This design comes from an exercise in tuning for small area, a short achievable clock period and few clock cycles per item on the open sky130 flow, not from production work.
The RTL was checked by simulation tests, not by an equivalence proof against the original design.

**design.v**
```verilog
module calc_core (
	input             clk,
	input             rst,
	input             start,
	input      [9:0]  op,
	input      [19:0] a,
	input      [19:0] b,
	output            busy,
	output reg        done,
	output reg [19:0] result,
	output reg        neg,
	output reg [47:0] hex
	);
	localparam OP_ADD  = 10'b0000000001;
	localparam OP_SUB  = 10'b0000000010;
	localparam OP_MUL  = 10'b0000000100;
	localparam OP_DIV  = 10'b0000001000;
	localparam OP_LOG  = 10'b1000000001;
	localparam OP_POW  = 10'b1000000010;
	localparam OP_FACT = 10'b1000000100;
	localparam OP_D2R  = 10'b1000001000;
	localparam S_IDLE = 2'd0;
	localparam S_CALC = 2'd1;
	localparam S_DISP = 2'd2;
	localparam blank = 8'b11111111;
	localparam zero  = 8'b11000000;
	localparam one   = 8'b11111001;
	localparam two   = 8'b10100100;
	localparam three = 8'b10110000;
	localparam four  = 8'b10011001;
	localparam five  = 8'b10010010;
	localparam six   = 8'b10000010;
	localparam seven = 8'b11111000;
	localparam eight = 8'b10000000;
	localparam nine  = 8'b10010000;
	localparam ifn   = 24'b111110111000111010101011;
	reg [1:0]  state;
	reg [9:0]  bttn_track;
	reg [19:0] operand_one;
	reg [19:0] operand_two;
	reg [19:0] operand_one_hold;
	reg        zero_check;
	reg [31:0] i;
	assign busy = (state != S_IDLE);
	function [7:0] seg;
		input [3:0] d;
		begin
			if (d == 4'd0) seg = zero;
			else if (d == 4'd1) seg = one;
			else if (d == 4'd2) seg = two;
			else if (d == 4'd3) seg = three;
			else if (d == 4'd4) seg = four;
			else if (d == 4'd5) seg = five;
			else if (d == 4'd6) seg = six;
			else if (d == 4'd7) seg = seven;
			else if (d == 4'd8) seg = eight;
			else if (d == 4'd9) seg = nine;
			else seg = blank;
		end
	endfunction
	wire [19:0] hex_hold = result[19] ? ((~result) + 20'd1) : result;
	wire [3:0] hex_decode0 = ((((hex_hold % 100000) % 10000) % 1000) % 100) % 10;
	wire [3:0] hex_decode1 = ((((hex_hold % 100000) % 10000) % 1000) % 100) / 10;
	wire [3:0] hex_decode2 = (((hex_hold % 100000) % 10000) % 1000) / 100;
	wire [3:0] hex_decode3 = ((hex_hold % 100000) % 10000) / 1000;
	wire [3:0] hex_decode4 = (hex_hold % 100000) / 10000;
	wire [3:0] hex_decode5 = (hex_hold / 100000);
	always @(posedge clk)
	begin
		done <= 1'b0;
		if (rst)
		begin
			state <= S_IDLE;
			i <= 32'd0;
		end
		else
		begin
			case (state)
			S_IDLE: begin
				if (start)
				begin
					operand_one <= a;
					operand_two <= b;
					bttn_track  <= op;
					zero_check  <= (b == 20'd0) && (op == OP_DIV);
					i <= 32'd0;
					state <= S_CALC;
				end
			end
			S_CALC: begin
				case (bttn_track)
				OP_ADD: begin
					result <= operand_one + operand_two;
					state <= S_DISP;
				end
				OP_SUB: begin
					result <= operand_one - operand_two;
					state <= S_DISP;
				end
				OP_MUL: begin
					result <= operand_one * operand_two;
					state <= S_DISP;
				end
				OP_DIV: begin
					if (zero_check == 1'b1) result <= 20'b0;
					else result <= operand_one / operand_two;
					state <= S_DISP;
				end
				OP_LOG: begin
					if (i == 0) begin operand_one_hold <= operand_one; i <= i + 1; end
					else if (operand_one_hold >= 2)
					begin
						operand_one_hold <= operand_one_hold / 2;
						i <= i + 1;
					end
					else
					begin
						result <= i - 1;
						state <= S_DISP;
					end
				end
				OP_POW: begin
					if (i == 0) begin operand_one_hold <= operand_one; i <= i + 1; end
					else if (i < operand_two)
					begin
						operand_one_hold <= operand_one_hold * operand_one;
						i <= i + 1;
					end
					else
					begin
						result <= operand_one_hold;
						state <= S_DISP;
					end
				end
				OP_FACT: begin
					if (i == 0) begin operand_one_hold <= 20'd1; i <= 32'd1; end
					else if ((i <= operand_one) && (operand_one_hold != 0))
					begin
						operand_one_hold <= operand_one_hold * i;
						i <= i + 1;
					end
					else
					begin
						result <= operand_one_hold;
						state <= S_DISP;
					end
				end
				OP_D2R: begin
					result <= (3 * operand_one) / 180;
					state <= S_DISP;
				end
				default: begin
					result <= 20'd63;  
					state <= S_DISP;
				end
				endcase
			end
			S_DISP: begin
				neg <= result[19];
				if (zero_check == 1'b1)
					hex <= {ifn[23:16], ifn[15:8], ifn[7:0], blank, blank, blank};
				else
					hex <= {seg(hex_decode5), seg(hex_decode4), seg(hex_decode3),
					        seg(hex_decode2), seg(hex_decode1), seg(hex_decode0)};
				done <= 1'b1;
				state <= S_IDLE;
			end
			default: state <= S_IDLE;
			endcase
		end
	end
endmodule
```
**run.sh**
```bash
#!/bin/bash
# synth_recipe.tcl (not shown) runs the flow's synth.tcl, then flattens the netlist and writes it again
# the make line also repeats each setting of config.mk as NAME=value (left out here)
make -C /OpenROAD-flow-scripts/flow DESIGN_CONFIG=/design/flow/config.mk WORK_HOME=/design/flow/orfs CLKGATE_MAP_FILE= SYNTH_SCRIPT=/design/flow/synth_recipe.tcl finish
```
**config.mk**
```make
export PLATFORM = sky130hd
export DESIGN_NAME = calc_core
export DESIGN_NICKNAME = calc_core
export VERILOG_FILES = /design/flow/design.v
export SDC_FILE = /design/flow/constraint.sdc
export NUM_CORES = 4
export LEC_CHECK = 0
export CAP_MARGIN = 20
export CORE_MARGIN = 2
export CORE_UTILIZATION = 40
export SLEW_MARGIN = 20
```
**constraint.sdc**
```tcl
create_clock -name core_clock -period 55.0 [get_ports {clk}]
set_input_delay 11.0000 -clock core_clock [delete_from_list [all_inputs] [get_ports {clk}]]
set_output_delay 11.0000 -clock core_clock [all_outputs]
set_load 0.01 [all_outputs]
```
==> run notes <==
==> registers in the layout, indices dropped and copies added, names as in the netlist <==
register,count
hex,42
operand_one_hold,20
state,2
zero_check,1
i,32
operand_two,20
result,20
operand_one,20
neg,1
done,1
bttn_track,10
==> logic make-up after synthesis <==
| family | count (synthesis) | share of synthesized area |
|---|---|---|
| compound gates | 1505 | 0.2228 |
| xor+xnor | 369 | 0.06779 |
| fa+ha+maj | 944 | 0.3095 |
| buf+inv | 921 | 0.07341 |
| flops | 169 | 0.09819 |
| mux | 87 | 0.01963 |
| other cells | 1 | 0.00007794 |
| simple gates | 2100 | 0.2085 |
==> metrics by stage <==
step | area [um2] | hold WS [ps] | util | TNS [ps]
floorplan | 48130 | 459.2 | - | 0
global placement | 51040 | 492.5 | 0.4265 | 0
CTS | 51620 | 521.1 | 0.4315 | 0
finish | 52010 | 520.9 | 0.4347 | 0
detailed placement | 51040 | 508.9 | 0.4266 | 0
global route | 52010 | 535.4 | 0.4347 | -106.4
==> layout by cell type, fill, tap and decap left out, drive strengths merged, types with 205 or more instances in the layout <==
cell and count:
ha 524, xnor2 269, fa 413, nand2 760, and2 205, nor3 235
o21ai 260, inv 632, nor2 409, a21oi 306
==> cell type report <==
class / count / area [um2]
well taps: 1612 / 2017
flip-flops and latches: 169 / 4725
clock inverters: 15 / 157.7
clock buffers: 17 / 425.4
inverters: 629 / 2361
multi-input cells: 5012 / 40090
repair buffers: 251 / 2235
fillers: 12030 / 67640
==> worst reg2reg max path: cells and delay by family (launching register included) <==
family,cells,cell delay [ps]
compound gates,199,36000
fa+ha+maj,19,5690
simple gates,46,5350
buf+inv,11,2330
mux,3,930
flops,1,380
==> path summary, 6_finish.rpt <==
kind | to | slack (ps) | cells past startpoint
hold reg to reg | i[24] | 520 | 2
setup reg to reg | result[0] | 4180 | 278
setup / recovery | result[0] | 4180 | 278
hold / removal | i[24] | 520 | 2
==> timing repair <==
action | in CTS | in global routing
hold endpoints to repair | 0 | 0
gates resized for setup | 0 | 40
hold buffers | 0 | 0
endpoints found under the setup margin | 0 | 1
buffers inserted | 0 | 22
==> routing by layer <==
metal | GRT usage | vias to the layer above | part of all wire
li1 | - | 21250 | -
met1 | 0.3527 | 22070 | 0.45
met2 | 0.4169 | 1597 | 0.45
met3 | 0.03728 | 288 | 0.071
met4 | 0.08514 | 6 | 0.036
met5 | 0 | - | 0.00026
==> flow_summary.rst <==
.. list-table::
   :header-rows: 1

   * - Metric
     - Value
   * - Slew at the pin closest to its max-slew limit
     - between 1000 and 1500 ps
   * - Dominant cell type by area after synthesis
     - fa_1
   * - Number of buffers inserted during clock tree synthesis
     - 17
   * - Die Height
     - ~350 um
   * - Crit. Startpoint
     - operand_two[8]
   * - Fraction of final layout cells sized beyond drive strength 1
     - 0.06187
   * - Arrival time worst endpoint
     - between 50000 and 60000 ps
   * - Cell at the root of the clock tree
     - clkbuf_16
   * - Number of placed I/O pins
     - roughly 120
   * - Top_reg_cell synth
     - edfxtp_1
   * - RR Startpoint
     - operand_two[8]
   * - Sequential-to-total area share from yosys stat
     - 0.09819
   * - Count of input and output buffers
     - about 120
   * - Number of antenna violations at the first check in global routing
     - 4
   * - Detailed-route DRC error count
     - 0
   * - Max-slew violation count
     - 0
   * - Worst hold-check path type
     - flop to flop
   * - Async set or reset register ratio after synthesis
     - 0
   * - Share of the cycle needed by the critical path after routing
     - 0.9241
   * - Most frequent cell on the critical path
     - o21a_1
   * - Remaining global-route overflow
     - 0
   * - Vias in the first global route
     - 43220
   * - Result of the run
     - timing/DRC/antenna clean
   * - Die extent in x
     - around 350 um
   * - Kind of start point of the critical path
     - flop
   * - Number of placed cells counting well taps
     - 7647
   * - Synthesis-stage register bit count
     - roughly 170
   * - Post-DRT Antenna Nets
     - 0
   * - Count of inserted antenna diode cells
     - 0
   * - Clock insertion delay at the later pin of the skew report
     - around 550 ps
   * - Largest cells by area after synthesis
     - fa_1, ha_1, edfxtp_1, nand2_1, inv_1
   * - # rows
     - approximately 130
   * - Origin of the worst min-delay path
     - i[24]
   * - First-pass GRT wire length
     - roughly 250 mm
   * - Family with the most delay on the worst path
     - compound AO/OA/AOI/OAI gates
   * - Final setup viols
     - 0
   * - Number of DRC violations after detailed-routing iteration 0
     - ~3800
   * - Detailed Place HPWL
     - 120.7 mm
   * - Layout Area Growth over Synthesis
     - 8.092%
   * - Number of distinct standard cells referenced by the synthesized netlist
     - around 140
   * - Worst path bufs/invs
     - 11
   * - Minimum clock period
     - a little over 50000 ps
   * - CTS clock-pin slew for the worst setup and hold paths
     - about 100 ps
   * - Total track usage
     - 0.2581
   * - Post-synthesis cell count
     - 6096
   * - Yosys Warn Count
     - 1
   * - DR vias/cell
     - just under 6
   * - Number of standard cells in the layout, taps in and fillers out
     - ~7700
   * - Number of synthesized flops with an enable pin
     - 134
   * - Leading cell types by count after synthesis
     - nand2_1, inv_1, ha_1, fa_1, nor2_1
   * - TritonCTS clock tree
     - done
   * - Final RePlAce weighted congestion
     - slightly below 1
   * - Effective utilization at floorplan
     - 0.4021
   * - Routed WL per cell
     - between 20 and 25 um
   * - Critical path peak fanout
     - 37
   * - TritonCTS sink count
     - 169
   * - Setup CP Type
     - flop to flop
   * - Final count of hold timing violations
     - 0
   * - Number of iterations in the first detailed-routing pass
     - 6
   * - Synth top area share
     - 0.1718
   * - Clock skew after layout
     - 34.45 ps
   * - Maximum clock frequency
     - 19.68 MHz
   * - Standard cell core area
     - around 120000 um2
   * - Buffer levels on the longest clock path
     - 2
   * - Final setup margin
     - approximately 4200 ps
   * - Final net count
     - 7070
   * - Max-capacitance violation count
     - 0
   * - Detailed-route wire length
     - 160.6 mm
   * - Stage delay of the slowest cell on the critical path
     - approximately 430 ps
   * - Cell with the largest stage delay on the worst path
     - nor4_4
   * - Count leader, synth
     - nand2_1
   * - Detailed-route via count
     - about 45000
   * - Setup slack at placement
     - 1622 ps
   * - Endpoint kind of the worst setup timing path
     - flop
   * - Maximum level of the CTS H-tree
     - 4
   * - Syn_area_per_cell
     - ~7.9 um2
   * - Relative slew margins
     - 0.1565
   * - Cell area after synthesis
     - roughly 48000 um2
   * - Largest net degree at the start of global routing
     - between 50 and 60
   * - Required time of the critical path
     - 55300 ps
   * - Total die area
     - about 120000 um2
Testbench counts, summed over its fixed seeds: cycles 15,405, items 1,920.

==> separate check: timing with driven ports <==
The results above use ideal ports. As a check the final layout listed here was re-extracted and re-timed, cells and wires unchanged. Step 1, drivers: a clkbuf_16 drives clk and a buf_2 each remaining input, both assumed. Step 2 moves the port delays by t, midway between the first and last clock arrival at a register: inputs arrive t later, outputs are due t later. That takes back most of the time a late clock gives input paths. a / b / c = ideal / step 1 / step 2; a / b = the first two.
t (ns): 0.603
setup WS [ns]: 4.176 / 4.176 / 4.176
worst hold slack (ns): 0.521 / 0.521 / 0.521
After both steps setup and hold are still met in this run. For this run, drivers alone change the setup slack by 0.000 ns; drivers and shift together by 0.000 ns.
